Context: an optimization exercise on an open-source flow, tuned for small area, a short achievable clock period and few clock cycles. The choices shown serve that exercise and are no tape-out recipe. At most, simulation tests tie the RTL to the original design; equivalence was not proved. The clock port is modelled as an ideal driver, which makes a skipped or thinned clock tree look cheaper than it is; a real chip needs a root buffer or a tree. Power figures rest on the tool's default switching activity, not on a simulated workload.

## axi4_lite_slave_wrapper
module axi4_lite_slave_wrapper #(
  parameter int ADDR_WIDTH = 32,
  parameter int DATA_WIDTH = 32
)(
  input  logic                      aclk,
  input  logic                      aresetn,
  input  logic [ADDR_WIDTH-1:0]     s_axi_awaddr,
  input  logic [2:0]                s_axi_awprot,
  input  logic                      s_axi_awvalid,
  output logic                      s_axi_awready,
  input  logic [DATA_WIDTH-1:0]     s_axi_wdata,
  input  logic [DATA_WIDTH/8-1:0]   s_axi_wstrb,
  input  logic                      s_axi_wvalid,
  output logic                      s_axi_wready,
  output logic [1:0]                s_axi_bresp,
  output logic                      s_axi_bvalid,
  input  logic                      s_axi_bready,
  input  logic [ADDR_WIDTH-1:0]     s_axi_araddr,
  input  logic [2:0]                s_axi_arprot,
  input  logic                      s_axi_arvalid,
  output logic                      s_axi_arready,
  output logic [DATA_WIDTH-1:0]     s_axi_rdata,
  output logic [1:0]                s_axi_rresp,
  output logic                      s_axi_rvalid,
  input  logic                      s_axi_rready
);
Size: about 210 flip-flops, ~150 I/O pins, about 8200 sq um of cells after synthesis.
clock: 3.0 ns
lec_check: 0
cap_margin: 20
core_margin: 2
core_utilization: 40
setup_slack_margin: 1.6
slew_margin: 20
tns_end_percent: 100
standard.sh (not shown) runs the stock make flow with config.mk's settings and CLKGATE_MAP_FILE= SYNTH_SCRIPT=/design/flow/synth_recipe.tcl, a recipe that flattens the netlist after the stock synthesis.
==> flow/flow/run.sh <==
#!/bin/bash
# Standard ORFS layout, with buf_1 port buffers, resizing not tied to cell
# footprints, and a hand-built two-level clock tree (flow/cts_pre.tcl).
set -euo pipefail
cd "$(dirname "$0")/.."
export FLOW_CTS_LEAVES=16
export FLOW_CTS_LEAF=sky130_fd_sc_hd__clkbuf_8
export FLOW_CTS_ROOT=sky130_fd_sc_hd__clkbuf_16
bash standard.sh \
  "BUFFER_PORTS_ARGS=-buffer_cell sky130_fd_sc_hd__buf_1" \
  MATCH_CELL_FOOTPRINT=0 \
  "PRE_CTS_TCL=$(pwd)/flow/cts_pre.tcl" \
  finish > flow_orfs.log 2>&1
Other scripts of this flow, unchanged in this note and not shown: flow/flow/clock_tree.tcl, flow/flow/cts_pre.tcl
The baseline finished clean.
Rerun with:
--- a/flow/flow/run.sh
+++ b/flow/flow/run.sh
@@ -3 +3,2 @@
-# footprints, and a hand-built two-level clock tree (flow/cts_pre.tcl).
+# footprints, a hand-built two-level clock tree (flow/cts_pre.tcl) and
+# stronger drives on high-fanout logic (flow/cts_post.tcl).
@@ -12,0 +14 @@
+  "POST_CTS_TCL=$(pwd)/flow/cts_post.tcl" \
==> flow/flow/cts_post.tcl (new file) <==
# Sourced by ORFS's cts.tcl (POST_CTS_TCL) after its timing repair: gives a
# stronger drive to single-drive logic cells that fan out to four or more
# pins (the wide enables and selects), then legalises the placement again.
set my_n 0
foreach inst [get_cells *] {
  set m [get_property $inst ref_name]
  if {![regexp {^sky130_fd_sc_hd__(nand|nor|and|or|a2|a3|o2|o3|inv|buf|mux2)[a-z0-9_]*_1$} $m]} continue
  set out [get_pins -of_objects $inst -filter "direction==output"]
  set fo [llength [get_pins -of_objects [get_nets -of_objects $out] -filter "direction==input"]]
  if {$fo < 4} continue
  regsub {_1$} $m {_2} m2
  set lc [get_lib_cells -quiet */$m2]
  if {[llength $lc]} { replace_cell $inst $lc; incr my_n }
}
puts "cts_post.tcl: upsized $my_n cells"
detailed_placement
estimate_parasitics -placement
SETUP_SLACK_MARGIN = 1.4   (was 1.6)
TNS_END_PERCENT = 0   (was 100)
Fmax came out lower by 2.1%. First-iteration DRC count grows by 4.4%. Register-to-register slack got worse by 0.05 ns. Total power went down by 11%. Critical path depth increases by 3. Cell count is lower by 4.2%. Clock power went down by about 3%. Core utilization goes down by 6.7 points. Global-route usage shrinks by 0.84 points. Setup slack degrades by 0.034 ns. Routed wire length decreases by 7.1%.
Rerun with:
--- a/flow/flow/run.sh
+++ b/flow/flow/run.sh
@@ -3,2 +3 @@
-# footprints, a hand-built two-level clock tree (flow/cts_pre.tcl) and
-# stronger drives on high-fanout logic (flow/cts_post.tcl).
+# footprints, and a hand-built two-level clock tree (flow/cts_pre.tcl).
@@ -14 +12,0 @@
-  "POST_CTS_TCL=$(pwd)/flow/cts_post.tcl" \
SETUP_SLACK_MARGIN = 1.5   (was 1.4)
TNS_END_PERCENT = 100   (was 0)
removed: flow/flow/cts_post.tcl
=> Combinational power rises by 20%; area after synthesis does not change; global-route usage rises by 0.23 points; worst setup slack gets better by 0.013 ns; critical path depth rises by 1; final cell count rises by 1.8%.
Rerun with:
--- a/flow/flow/run.sh
+++ b/flow/flow/run.sh
@@ -3 +3,2 @@
-# footprints, and a hand-built two-level clock tree (flow/cts_pre.tcl).
+# footprints, a hand-built two-level clock tree (flow/cts_pre.tcl) and
+# stronger drives on high-fanout logic (flow/cts_post.tcl).
@@ -12,0 +14 @@
+  "POST_CTS_TCL=$(pwd)/flow/cts_post.tcl" \
==> flow/flow/cts_post.tcl (new file) <==
# Sourced by ORFS's cts.tcl (POST_CTS_TCL) after its timing repair: gives a
# stronger drive to single-drive logic cells that fan out to four or more
# pins (the wide enables and selects), then legalises the placement again.
set my_n 0
foreach inst [get_cells *] {
  set m [get_property $inst ref_name]
  if {![regexp {^sky130_fd_sc_hd__(nand|nor|and|or|a2|a3|o2|o3|inv|buf|mux2)[a-z0-9_]*_1$} $m]} continue
  set out [get_pins -of_objects $inst -filter "direction==output"]
  set fo [llength [get_pins -of_objects [get_nets -of_objects $out] -filter "direction==input"]]
  if {$fo < 4} continue
  regsub {_1$} $m {_2} m2
  set lc [get_lib_cells -quiet */$m2]
  if {[llength $lc]} { replace_cell $inst $lc; incr my_n }
}
puts "cts_post.tcl: upsized $my_n cells"
detailed_placement
estimate_parasitics -placement
SETUP_SLACK_MARGIN = 1.45   (was 1.5)
TNS_END_PERCENT = 0   (was 100)
Utilization is lower by 2.7 points.
Combinational power is lower by about a fifth.
Routed wire length is lower by a few percent.
Worst setup slack improves by 0.019 ns.
Global-route usage is lower by 0.25 points.
Hold slack degrades by 0.12 ns.
Synthesized area does not change.
Sequential cell count stays the same.
Design area is lower by a few percent.
Die area does not change.
No run of this note included a check of the RTL's function; only the layout flow was run. In every run of this note, the design's own scripts or RTL, not TritonCTS, make the clock network.


harbor:
Another version of the RTL of axi4_lite_slave_wrapper (not shown whole).
Size: roughly 580 cells after synthesis, about 150 I/O pins.
export LEC_CHECK = 0
export CAP_MARGIN = 20
export CORE_MARGIN = 2
export CORE_UTILIZATION = 40
export CTS_BUF_LIST = sky130_fd_sc_hd__clkbuf_4
export SETUP_SLACK_MARGIN = 1.4
export SLEW_MARGIN = 20
export TNS_END_PERCENT = 0
create_clock -name core_clock -period 3.0 [get_ports {aclk}]
==> flow/flow/run.sh <==
#!/bin/bash
# Standard ORFS layout, with buf_1 port buffers and resizing not tied to cell footprints.
set -euo pipefail
cd "$(dirname "$0")/.."
bash standard.sh \
  "BUFFER_PORTS_ARGS=-buffer_cell sky130_fd_sc_hd__buf_1" \
  MATCH_CELL_FOOTPRINT=0 \
  finish > flow_orfs.log 2>&1
Testbench counts of harbor, summed over its fixed seeds: cycles 3,216.
For indigo, these inputs were changed with respect to harbor:
Settings: an added CTS_CLUSTER_SIZE of 30; an added CTS_CLUSTER_DIAMETER of 200; a deleted CTS_BUF_LIST that had been sky130_fd_sc_hd__clkbuf_4.
Results
When indigo is set beside harbor, its via count of the routed design turns out to be 332 smaller. Path class of the lowest-slack min-delay path: primary input to flip-flop -> harbor, primary input to async pin -> indigo. Going from harbor to indigo, core utilization shrinks by 1.6 points. Every stage of the flow completed for indigo, and the final layout passed the timing, DRC and antenna checks. When the final numbers for indigo and harbor were put side by side, the part of the cycle the worst path needs turned out to be smaller in indigo.
For juniper, these inputs were changed with respect to indigo:
==> flow/run.sh (new file) <==
#!/bin/bash
# synth_recipe.tcl (not shown) runs the flow's synth.tcl, then flattens the netlist and writes it again
# the make line also repeats each setting of config.mk as NAME=value (left out here)
make -C /OpenROAD-flow-scripts/flow DESIGN_CONFIG=/design/flow/config.mk WORK_HOME=/design/flow/orfs CLKGATE_MAP_FILE= SYNTH_SCRIPT=/design/flow/synth_recipe.tcl finish
removed: flow/flow/run.sh
removed: flow/standard.sh
==> comparison <==
Every run in the comparison, indigo and juniper, completed the flow with a clean layout.
Compare indigo and juniper | non-clock buffer count higher: juniper
Summary of juniper over indigo: final cell area excluding filler cells saw an increase; wire length of the first global-routing pass higher.
Compared with indigo, juniper shows total half-perimeter wirelength after legalization and detailed placement that has gone up by a few percent.
Delta(worst hold slack, juniper - indigo) < 0
juniper: via count of the first global-routing pass about 4.7% above indigo
The sequential share of layout area in juniper sits 6.1 points below the value recorded for indigo.
Fmax: juniper below indigo
Input changes introduced in ember (baseline for comparison: juniper):
Settings: an added ABC_CLOCK_PERIOD_IN_PS of 1000.
==> flow/flow/run.sh (new file) <==
#!/bin/bash
# Standard ORFS layout, with buf_1 port buffers and resizing not tied to cell footprints.
set -euo pipefail
cd "$(dirname "$0")/.."
bash standard.sh \
  "BUFFER_PORTS_ARGS=-buffer_cell sky130_fd_sc_hd__buf_1" \
  MATCH_CELL_FOOTPRINT=0 \
  finish > flow_orfs.log 2>&1
==> flow/standard.sh (new file) <==
#!/bin/bash
# synth_recipe.tcl (not shown) runs the flow's synth.tcl, then flattens the netlist and writes it again
# the make line also repeats each setting of config.mk as NAME=value (left out here)
make -C /OpenROAD-flow-scripts/flow DESIGN_CONFIG=/design/flow/config.mk WORK_HOME=/design/flow/orfs CLKGATE_MAP_FILE= SYNTH_SCRIPT=/design/flow/synth_recipe.tcl "${@:-finish}"
removed: flow/run.sh
ember ran to completion and came out clean on the timing, DRC and antenna checks. Compared with juniper, ember shows a lower signed area change from the synthesized netlist to the final layout. [ember vs juniper] total power after layout: lower in ember. Worst clock skew: ember vs juniper up 0.0060 ns. Reported for juniper and ember, max-cap check violation count turned out identical to the last digit. ember vs. juniper: power in combinational cells saw a decrease; utilization saw a decrease.

==> port drivers added, routing unchanged <==
Ports are ideal in the flow. The routed layouts listed here were re-timed in OpenROAD.
Step 1: set_driving_cell puts a clkbuf_16 on aclk and a buf_2 on each other input, an assumption about the parent block.
Step 2, shift: input delay + t, output delay - t, t = (earliest + latest rising clock arrival at the registers) / 2. This alone moves slack from input paths to output paths.
a / b / c = ideal ports / drivers / drivers and shift; a / b = the first two.
| run | t (ns) | setup slack, ns | worst setup path at the end |
|---|---|---|---|
| the first run of note 1 | 0.464 | 1.448 / 1.398 / 1.079 | input to register |
| the second run of note 1 | 0.435 | 1.415 / 1.407 / 1.060 | input to register |
| the third run of note 1 | 0.435 | 1.428 / 1.424 / 1.016 | input to register |
| the fourth run of note 1 | 0.432 | 1.447 / 1.407 / 1.036 | input to register |
| harbor | 0.665 | 1.196 / 1.158 / 0.866 | input to register |
| indigo | 0.508 | 1.344 / 1.300 / 0.959 | input to register |
| juniper | 0.507 | 1.252 / 1.206 / 0.813 | input to register |
| ember | 0.508 | 1.344 / 1.300 / 0.959 | input to register |
After both steps setup and hold are still met in every run listed. For juniper, which loses most, drivers alone change the setup slack by -0.046 ns; drivers and shift together by -0.439 ns.
